From an optimization exercise on the open Yosys and OpenROAD flow, aimed at small area and a short achievable clock period; shortcuts taken in it are not production practice.
At most, simulation tests tie the RTL to the original design; equivalence was not proved.
Power figures rest on the tool's default switching activity, not on a simulated workload.

## raven
## mult_top
module mult_top(
    input clk,
    input  [15:0] x,
    input  [15:0] y,
    output reg [31:0] p_out
    );
Size in the first run: about 86 flip-flops, roughly 65 I/O pins, ~0.0069 mm2 of cells after synthesis.
export LEC_CHECK = 0
export ABC_AREA = 1
export CAP_MARGIN = 20
export CORE_MARGIN = 2
export CORE_UTILIZATION = 40
export CTS_BUF_LIST = sky130_fd_sc_hd__clkbuf_4 sky130_fd_sc_hd__clkbuf_8
export PLACE_DENSITY = 0.6
export SLEW_MARGIN = 20
create_clock -name core_clock -period 10.0 [get_ports {clk}]
standard.sh (not shown) runs the stock make flow with config.mk's settings and CLKGATE_MAP_FILE= SYNTH_SCRIPT=/design/flow/synth_recipe.tcl, a recipe that flattens the netlist after the stock synthesis.
==> flow/flow/run.sh <==
#!/bin/bash
# Standard layout with three changes: no full/half-adder cells in synthesis
# (the adders are left as plain gates for abc), timing repair aimed at a
# tighter setup slack than the design's own settings allow, and the port
# buffers are plain buf_1 cells rather than delay buffers.
set -euo pipefail
export ADDER_MAP_FILE=
export SETUP_SLACK_MARGIN=6.3
export BUFFER_PORTS_ARGS="-buffer_cell sky130_fd_sc_hd__buf_1"
bash standard.sh > standard_flow.log 2>&1
Looking at the reports, raven completed the entire flow and the layout it produced met the timing, design-rule and antenna checks.
> inputs changed (raven -> ember)
- a deleted CTS_BUF_LIST that had been sky130_fd_sc_hd__clkbuf_4 sky130_fd_sc_hd__clkbuf_8
==> flow/flow/run.sh <==
#!/bin/bash
# Standard layout with these changes:
# - synthesis leaves the adders as plain gates (no full/half-adder cells) and
#   maps them with flow/abc_map.script (the standard flow's synthesis script otherwise);
# - timing repair aims at a tighter setup slack than the design's settings;
# - the port buffers are plain buf_1 cells rather than delay buffers.
set -euo pipefail
here=$(pwd)
export ADDER_MAP_FILE=
export SETUP_SLACK_MARGIN=6.0
export BUFFER_PORTS_ARGS="-buffer_cell sky130_fd_sc_hd__buf_1"
export FLOW_ABC_SCRIPT=$here/flow/abc_map.script
sed "s#SYNTH_SCRIPT=[^ ]*#SYNTH_SCRIPT=$here/flow/synth_abc.tcl#" standard.sh > standard_abc.sh
bash standard_abc.sh synth > synth_flow.log 2>&1
bash standard.sh > standard_flow.log 2>&1
==> flow/flow/abc_map.script (new file) <==
strash
dch
map -a
topo
stime -c
==> flow/flow/synth_abc.tcl (new file) <==
# The standard flow's synthesis script (synth_recipe.tcl) with one change: the final abc
# mapping runs flow/abc_map.script instead of ORFS's abc script.
proc synth {args} { yosys synth -nofsm -noshare {*}$args }
proc abc {args} {
  set i [lsearch -exact $args -script]
  if { $i >= 0 } { lset args [expr { $i + 1 }] $::env(FLOW_ABC_SCRIPT) }
  yosys abc {*}$args
}
source $::env(SCRIPTS_DIR)/synth.tcl
# left out here: clear keep_hierarchy, flatten, clean up, hide names made inside functions, write 1_2_yosys.v
Findings:
Per the comparison of ember with raven, portion of total power attributed to the clock network higher, worst-path maximum fanout shows a reduction of 4.
Sort raven and ember by share of the clock period used by the worst path after layout desc -> top: ember
Non-filler instance count after layout: ember vs raven down 132
sky130_fd_sc_hd__a221o_2 as the master of the slowest instance on the critical path was reported by ember, and sky130_fd_sc_hd__dfxtp_1 by raven.
The count of multi-input gates reported for ember is smaller than that of raven by about 20%.
Total combinational power ended up about 4% higher on ember than on raven.
| remaining max-slew budget at the tightest pin | higher: raven |
Diff ember..raven | total negative setup slack | unchanged
The following lists how harbor was set up differently from ember:
- PLACE_DENSITY changed from 0.6 to 0.75
- CORE_UTILIZATION changed from 40 to 60
==> flow/flow/run.sh <==
#!/bin/bash
# Standard layout with three changes: no full/half-adder cells in synthesis
# (the adders are left as plain gates for abc), timing repair aimed at a
# tighter setup slack than the design's own settings allow, and the port
# buffers are plain buf_1 cells rather than delay buffers.
set -euo pipefail
export ADDER_MAP_FILE=
export SETUP_SLACK_MARGIN=6.0
export BUFFER_PORTS_ARGS="-buffer_cell sky130_fd_sc_hd__buf_1"
bash standard.sh > standard_flow.log 2>&1
removed: flow/flow/abc_map.script
removed: flow/flow/synth_abc.tcl
==> run summary <==
- The non-clock buffer count in harbor is 0.46 times that in ember.
- Per the final summary, harbor finished and its layout is clean on timing, DRC and antenna.
- The start point of the critical path comes out y[13] in one run and KX_vec[1] in the other, namely in harbor and ember respectively.
- Summary — total power density per cell area, harbor relative to ember: higher, by about 2.5%.
- Vias: harbor above ember
- Number of nets at the end of the flow (harbor / ember): 1.08
- sky130_fd_sc_hd__a221o_2 as the standard cell with the maximum stage delay on the critical path was reported by ember, and sky130_fd_sc_hd__buf_1 by harbor.
- On wire length, the higher figure sits with harbor, not ember.
- In the tables for ember and harbor, utilization reads higher with harbor.
Input-level comparison between yarrow and harbor:
- PLACE_DENSITY: 0.75 -> 0.6
- CTS_BUF_LIST: unset -> sky130_fd_sc_hd__clkbuf_4 sky130_fd_sc_hd__clkbuf_8
- CORE_UTILIZATION: 60 -> 40
-- flow/flow/run.sh --
<<< harbor, line 7
export ADDER_MAP_FILE=
export SETUP_SLACK_MARGIN=6.0
export BUFFER_PORTS_ARGS="-buffer_cell sky130_fd_sc_hd__buf_1"
>>> yarrow, line 7
export ADDER_MAP_FILE=
export SETUP_SLACK_MARGIN=6.2
export BUFFER_PORTS_ARGS="-buffer_cell sky130_fd_sc_hd__buf_1"
Results
Re total inserted antenna cells: no difference whatsoever between yarrow and harbor. yarrow vs. harbor: wire length increased 3.7%, sequential share of layout area shrank by 0.24 points, sequential power flat. Measured against each other, harbor and yarrow differ in placed standard-cell area, the lower figure coming from harbor. Compared with harbor, yarrow improves worst setup slack.

---

mult_top, a different RTL version from the one above (not shown whole).
For scale: roughly 1100 cells after synthesis, about 86 flip-flops, roughly 65 I/O pins.
==> flow/config.mk <==
export PLATFORM = sky130hd
export DESIGN_NAME = mult_top
export DESIGN_NICKNAME = mult_top
export VERILOG_FILES = /design/flow/design.v
export SDC_FILE = /design/flow/constraint.sdc
export NUM_CORES = 4
export LEC_CHECK = 0
export ABC_AREA = 1
export CAP_MARGIN = 20
export CORE_MARGIN = 2
export CORE_UTILIZATION = 40
export PLACE_DENSITY = 0.6
export SLEW_MARGIN = 20
==> flow/constraint.sdc <==
create_clock -name core_clock -period 10.0 [get_ports {clk}]
set_input_delay 2.0000 -clock core_clock [delete_from_list [all_inputs] [get_ports {clk}]]
set_output_delay 2.0000 -clock core_clock [all_outputs]
set_load 0.01 [all_outputs]
==> flow/flow/run.sh <==
#!/bin/bash
# Standard layout with three changes: no full/half-adder cells in synthesis
# (the adders are left as plain gates for abc), timing repair aimed at a
# tighter setup slack than the design's own settings allow, and the port
# buffers are plain buf_1 cells rather than delay buffers.
set -euo pipefail
export ADDER_MAP_FILE=
export SETUP_SLACK_MARGIN=6.3
export BUFFER_PORTS_ARGS="-buffer_cell sky130_fd_sc_hd__buf_1"
bash standard.sh > standard_flow.log 2>&1
The baseline ran to the end with no violations.
Change:
--- a/flow/flow/run.sh
+++ b/flow/flow/run.sh
@@ -8 +8 @@
-export SETUP_SLACK_MARGIN=6.3
+export SETUP_SLACK_MARGIN=6.0
What happened: Critical path depth does not change; worst setup slack loses 0.18 ns; total power went down by 9.6%; first-iteration DRC count goes down by 2.6%; via count went down by 1.0%; sequential power is about the same; routed wire length is lower by 3.1%; global-route usage is about the same.
Function was not checked in any run of this note: the RTL went through the layout flow alone.

---

oak:
The RTL this note starts from:
==> flow/design.v <==
module ELM_log(
    input  [13:0] x0,
    output reg [3:0] k,
    output [6:0] w
    );
    wire [12:0] a = x0[12:0] ^ {13{x0[13]}};
    integer i;
    always @* begin
        k = 4'd0;
        for (i = 1; i < 13; i = i + 1)
            if (a[i]) k = i;
    end
    wire [18:0] ap = {2'b00, a, 4'b0000};
    assign w = (k[3:2] == 2'd0) ? ap[6:0] :
               (k[3:2] == 2'd1) ? ap[10:4] :
               (k[3:2] == 2'd2) ? ap[14:8] : ap[18:12];
endmodule
module ELM_frac(
    input  [6:0] w,
    input  [1:0] r,
    output [3:0] f
    );
    assign f = (r == 2'd0) ? w[3:0] :
               (r == 2'd1) ? w[4:1] :
               (r == 2'd2) ? w[5:2] : w[6:3];
endmodule
module ELM_add #(parameter N = 18) (
    input  [N-1:0] a,
    input  [N-1:0] b,
    input          cin,
    output [N-1:0] s
    );
    localparam L = 5;    
    wire [N:0] g0 = {a & b, cin};
    wire [N:0] p0 = {a ^ b, 1'b0};
    wire [N:0] g [0:L];
    wire [N:0] p [0:L];
    assign g[0] = g0;
    assign p[0] = p0;
    genvar l, i;
    generate
        for (l = 0; l < L; l = l + 1) begin : lvl
            for (i = 0; i <= N; i = i + 1) begin : bit_
                if ((i >> l) & 1) begin : op
                    localparam integer J = ((i >> l) << l) - 1;
                    assign g[l+1][i] = g[l][i] | (p[l][i] & g[l][J]);
                    assign p[l+1][i] = p[l][i] & p[l][J];
                end else begin : pass
                    assign g[l+1][i] = g[l][i];
                    assign p[l+1][i] = p[l][i];
                end
            end
        end
    endgenerate
    assign s = p0[N:1] ^ g[L][N-1:0];
endmodule
module ELM_back(
    input  [15:0] x,
    input  [15:0] y,
    input  [3:0]  kx,
    input  [6:0]  wx,
    input  [3:0]  ky,
    input  [6:0]  wy,
    output [31:0] p
    );
    wire [3:0] fx, fy;
    ELM_frac frx(.w(wx), .r(kx[1:0]), .f(fx));
    ELM_frac fry(.w(wy), .r(ky[1:0]), .f(fy));
    wire s  = x[13] ^ y[13];
    wire nz = (x[13] | (|x[7:0])) & (y[13] | (|y[7:0]));
    wire sn = s & nz;    
    wire [4:0] fs = fx + fy;
    wire [4:0] ks = kx + ky;
    wire [5:0] m  = fs[4] ? {1'b1, fs[3:0], 1'b0} : {2'b01, fs[3:0]};
    wire [3:0] d0;
    wire [6:0] d1;
    genvar j, i;
    generate
        for (i = 0; i < 4; i = i + 1) begin : dec0
            assign d0[i] = (ks[1:0] == i);
        end
        for (i = 0; i < 7; i = i + 1) begin : dec1
            if (i < 6) assign d1[i] = nz & (ks[4:2] == i);
            else       assign d1[i] = nz & ks[4] & ks[3];
        end
    endgenerate
    wire [8:0] m1;       
    generate
        for (j = 0; j < 9; j = j + 1) begin : sh0
            wire [3:0] t;
            for (i = 0; i < 4; i = i + 1) begin : b
                if (j - i >= 0 && j - i <= 5)
                    assign t[i] = d0[i] & m[j - i];
                else
                    assign t[i] = 1'b0;
            end
            assign m1[j] = |t;
        end
    endgenerate
    wire [27:0] pabs;    
    assign pabs[27:26] = 2'b00;
    generate
        for (j = 0; j < 26; j = j + 1) begin : sh1
            wire [6:0] t;
            for (i = 0; i < 7; i = i + 1) begin : b
                if (j + 4 - 4*i >= 0 && j + 4 - 4*i <= (i == 6 ? 5 : 8))
                    assign t[i] = d1[i] & m1[j + 4 - 4*i];
                else
                    assign t[i] = 1'b0;
            end
            assign pabs[j] = |t;
        end
    endgenerate
    wire x_one = x[14] ^ x[13];
    wire x_two = (x[15] ^ x[14]) & ~x_one;
    wire y_one = y[14] ^ y[13];
    wire y_two = (y[15] ^ y[14]) & ~y_one;
    wire sf1 = x[15] & (x_one | x_two);
    wire sf0 = y[15] & (y_one | y_two);
    wire [16:0] ye = {y[15], y};
    wire [14:0] xe = {x[13], x[13:0]};
    wire [16:0] pp2 = ({17{x_one}} & ye | {17{x_two}} & {ye[15:0], 1'b0}) ^ {17{sf1}};
    wire [14:0] pp1 = ({15{y_one}} & xe | {15{y_two}} & {xe[13:0], 1'b0}) ^ {15{sf0}};
    wire [13:0] al = pabs[13:0] ^ {14{sn}};
    wire [13:0] z;       
    generate
        for (i = 0; i < 14; i = i + 1) begin : zlo
            if (i == 0) assign z[i] = 1'b1;
            else        assign z[i] = ~|al[i-1:0];
        end
    endgenerate
    assign p[13:0] = al ^ ({14{sf0}} & z);
    wire cin = sf0 & (sn | (|pabs[13:0]));
    wire [17:0] hb = {pp2[16], pp2};
    wire [17:0] hc = {{3{pp1[14]}}, pp1};
    wire [17:0] ph = {4'b0000, pabs[27:14]};
    wire [17:0] ex = hb ^ hc ^ {18{sn}};
    wire [17:0] eo = sn ? (hb & hc) : (hb | hc);    
    wire [17:0] ea = sn ? (hb | hc) : (hb & hc);    
    wire [17:0] cs = ph ^ ex;
    wire [17:0] cy = (ph & eo) | (~ph & ea);
    wire [17:0] cc = {cy[16:0], sf1};
    ELM_add #(.N(18)) hi_add(.a(cs), .b(cc), .cin(cin), .s(p[31:14]));
endmodule
module ELM_Mitchw5(
    input  [15:0] x,
    input  [15:0] y,
    output [31:0] p
    );
    wire [3:0] kx, ky;
    wire [6:0] wx, wy;
    ELM_log  lx(.x0(x[13:0]), .k(kx), .w(wx));
    ELM_log  ly(.x0(y[13:0]), .k(ky), .w(wy));
    ELM_back b(.x(x), .y(y), .kx(kx), .wx(wx), .ky(ky), .wy(wy), .p(p));
endmodule
module mult_top(
    input clk,
    input  [15:0] x,
    input  [15:0] y,
    output reg [31:0] p_out
    );
    wire [3:0] kx_d, ky_d;
    wire [6:0] wx_d, wy_d;
    reg  [15:0] X_vec, Y_vec;
    reg  [3:0]  KX_vec, KY_vec;
    reg  [6:0]  WX_vec, WY_vec;
    ELM_log log_x(.x0(x[13:0]), .k(kx_d), .w(wx_d));
    ELM_log log_y(.x0(y[13:0]), .k(ky_d), .w(wy_d));
    wire [31:0] P_vec;
    ELM_back back(.x(X_vec), .y(Y_vec), .kx(KX_vec), .wx(WX_vec), .ky(KY_vec), .wy(WY_vec), .p(P_vec));
    always @(posedge clk)
    begin
        X_vec  <= x;
        Y_vec  <= y;
        KX_vec <= kx_d;
        WX_vec <= wx_d;
        KY_vec <= ky_d;
        WY_vec <= wy_d;
        p_out  <= P_vec;
    end
endmodule
==> flow/config.mk <==
export PLATFORM = sky130hd
export DESIGN_NAME = mult_top
export DESIGN_NICKNAME = mult_top
export VERILOG_FILES = /design/flow/design.v
export SDC_FILE = /design/flow/constraint.sdc
export NUM_CORES = 4
export LEC_CHECK = 0
export ABC_AREA = 1
export CAP_MARGIN = 20
export CORE_MARGIN = 2
export CORE_UTILIZATION = 40
export CTS_BUF_LIST = sky130_fd_sc_hd__clkbuf_4 sky130_fd_sc_hd__clkbuf_8
export PLACE_DENSITY = 0.6
export SLEW_MARGIN = 20
==> flow/constraint.sdc <==
create_clock -name core_clock -period 10.0 [get_ports {clk}]
set_input_delay 2.0000 -clock core_clock [delete_from_list [all_inputs] [get_ports {clk}]]
set_output_delay 2.0000 -clock core_clock [all_outputs]
set_load 0.01 [all_outputs]
==> flow/flow/run.sh <==
#!/bin/bash
# Standard layout with three changes: no full/half-adder cells in synthesis
# (the adders are left as plain gates for abc), timing repair aimed at a
# tighter setup slack than the design's own settings allow, and the port
# buffers are plain buf_1 cells rather than delay buffers.
set -euo pipefail
export ADDER_MAP_FILE=
export BUFFER_PORTS_ARGS="-buffer_cell sky130_fd_sc_hd__buf_1"
bash standard.sh > standard_flow.log 2>&1
diff inputs: oak => cedar
==> flow/flow/run.sh <==
#!/bin/bash
# Standard layout with these changes:
# - synthesis leaves the adders as plain gates (no full/half-adder cells) and
#   maps them with flow/abc_map.script (the standard flow's synthesis script otherwise);
# - timing repair aims at a tighter setup slack than the design's settings;
# - the port buffers are plain buf_1 cells rather than delay buffers.
set -euo pipefail
here=$(pwd)
export ADDER_MAP_FILE=
export SETUP_SLACK_MARGIN=6.2
export BUFFER_PORTS_ARGS="-buffer_cell sky130_fd_sc_hd__buf_1"
export FLOW_ABC_SCRIPT=$here/flow/abc_map.script
sed "s#SYNTH_SCRIPT=[^ ]*#SYNTH_SCRIPT=$here/flow/synth_abc.tcl#" standard.sh > standard_abc.sh
bash standard_abc.sh synth > synth_flow.log 2>&1
bash standard.sh > standard_flow.log 2>&1
==> flow/flow/abc_map.script (new file) <==
strash
dch
map -B 0.9
strash
dch
map -B 0.9
topo
stime -c
buffer -c
upsize -c
dnsize -c
==> flow/flow/synth_abc.tcl (new file) <==
# The standard flow's synthesis script (synth_recipe.tcl) with one change: the final abc
# mapping runs flow/abc_map.script instead of ORFS's abc script.
proc synth {args} { yosys synth -nofsm -noshare {*}$args }
proc abc {args} {
  set i [lsearch -exact $args -script]
  if { $i >= 0 } { lset args [expr { $i + 1 }] $::env(FLOW_ABC_SCRIPT) }
  yosys abc {*}$args
}
source $::env(SCRIPTS_DIR)/synth.tcl
# left out here: clear keep_hierarchy, flatten, clean up, hide names made inside functions, write 1_2_yosys.v
==> comparison <==
The share of the clock period used by the worst path in cedar was lower than what oak gave.
The lower final period demand of the worst path came out of cedar.
Fraction of the yosys area taken by sequential cells: cedar higher than oak

-- separate check: timing with driven ports --
The results above use ideal ports. As a check the final layouts listed here were re-extracted and re-timed, cells and wires unchanged.
Step 1, drivers: a clkbuf_16 drives clk and a buf_2 each remaining input, both assumed.
Step 2 moves the port delays by t, midway between the first and last clock arrival at a register: inputs arrive t later, outputs are due t later. That takes back most of the time a late clock gives input paths.
Slacks: ideal ports / drivers / drivers and shift; pairs: ideal ports / drivers.
run | t, ns | slack for setup (ns) | worst hold slack (ns)
raven | 0.416 | 6.566 / 6.566 / 6.246 | 0.720 / 0.720 / 0.720
ember | 0.390 | 5.405 / 5.405 / 5.405 | 0.685 / 0.685 / 0.685
harbor | 0.391 | 6.288 / 6.305 / 5.914 | 0.744 / 0.744 / 0.744
yarrow | 0.417 | 6.534 / 6.534 / 6.254 | 0.721 / 0.721 / 0.721
the first run of note 2 | 0.397 | 6.561 / 6.561 / 6.220 | 0.807 / 0.807 / 0.807
the second run of note 2 | 0.395 | 6.384 / 6.384 / 6.055 | 0.806 / 0.806 / 0.806
oak | 0.417 | 6.192 / 6.192 / 5.963 | 0.722 / 0.722 / 0.722
cedar | 0.419 | 6.430 / 6.434 / 6.015 | 0.779 / 0.779 / 0.779
After both steps every run listed still meets setup and hold. For cedar, which loses most, drivers alone change the setup slack by +0.004 ns; drivers and shift together by -0.415 ns.
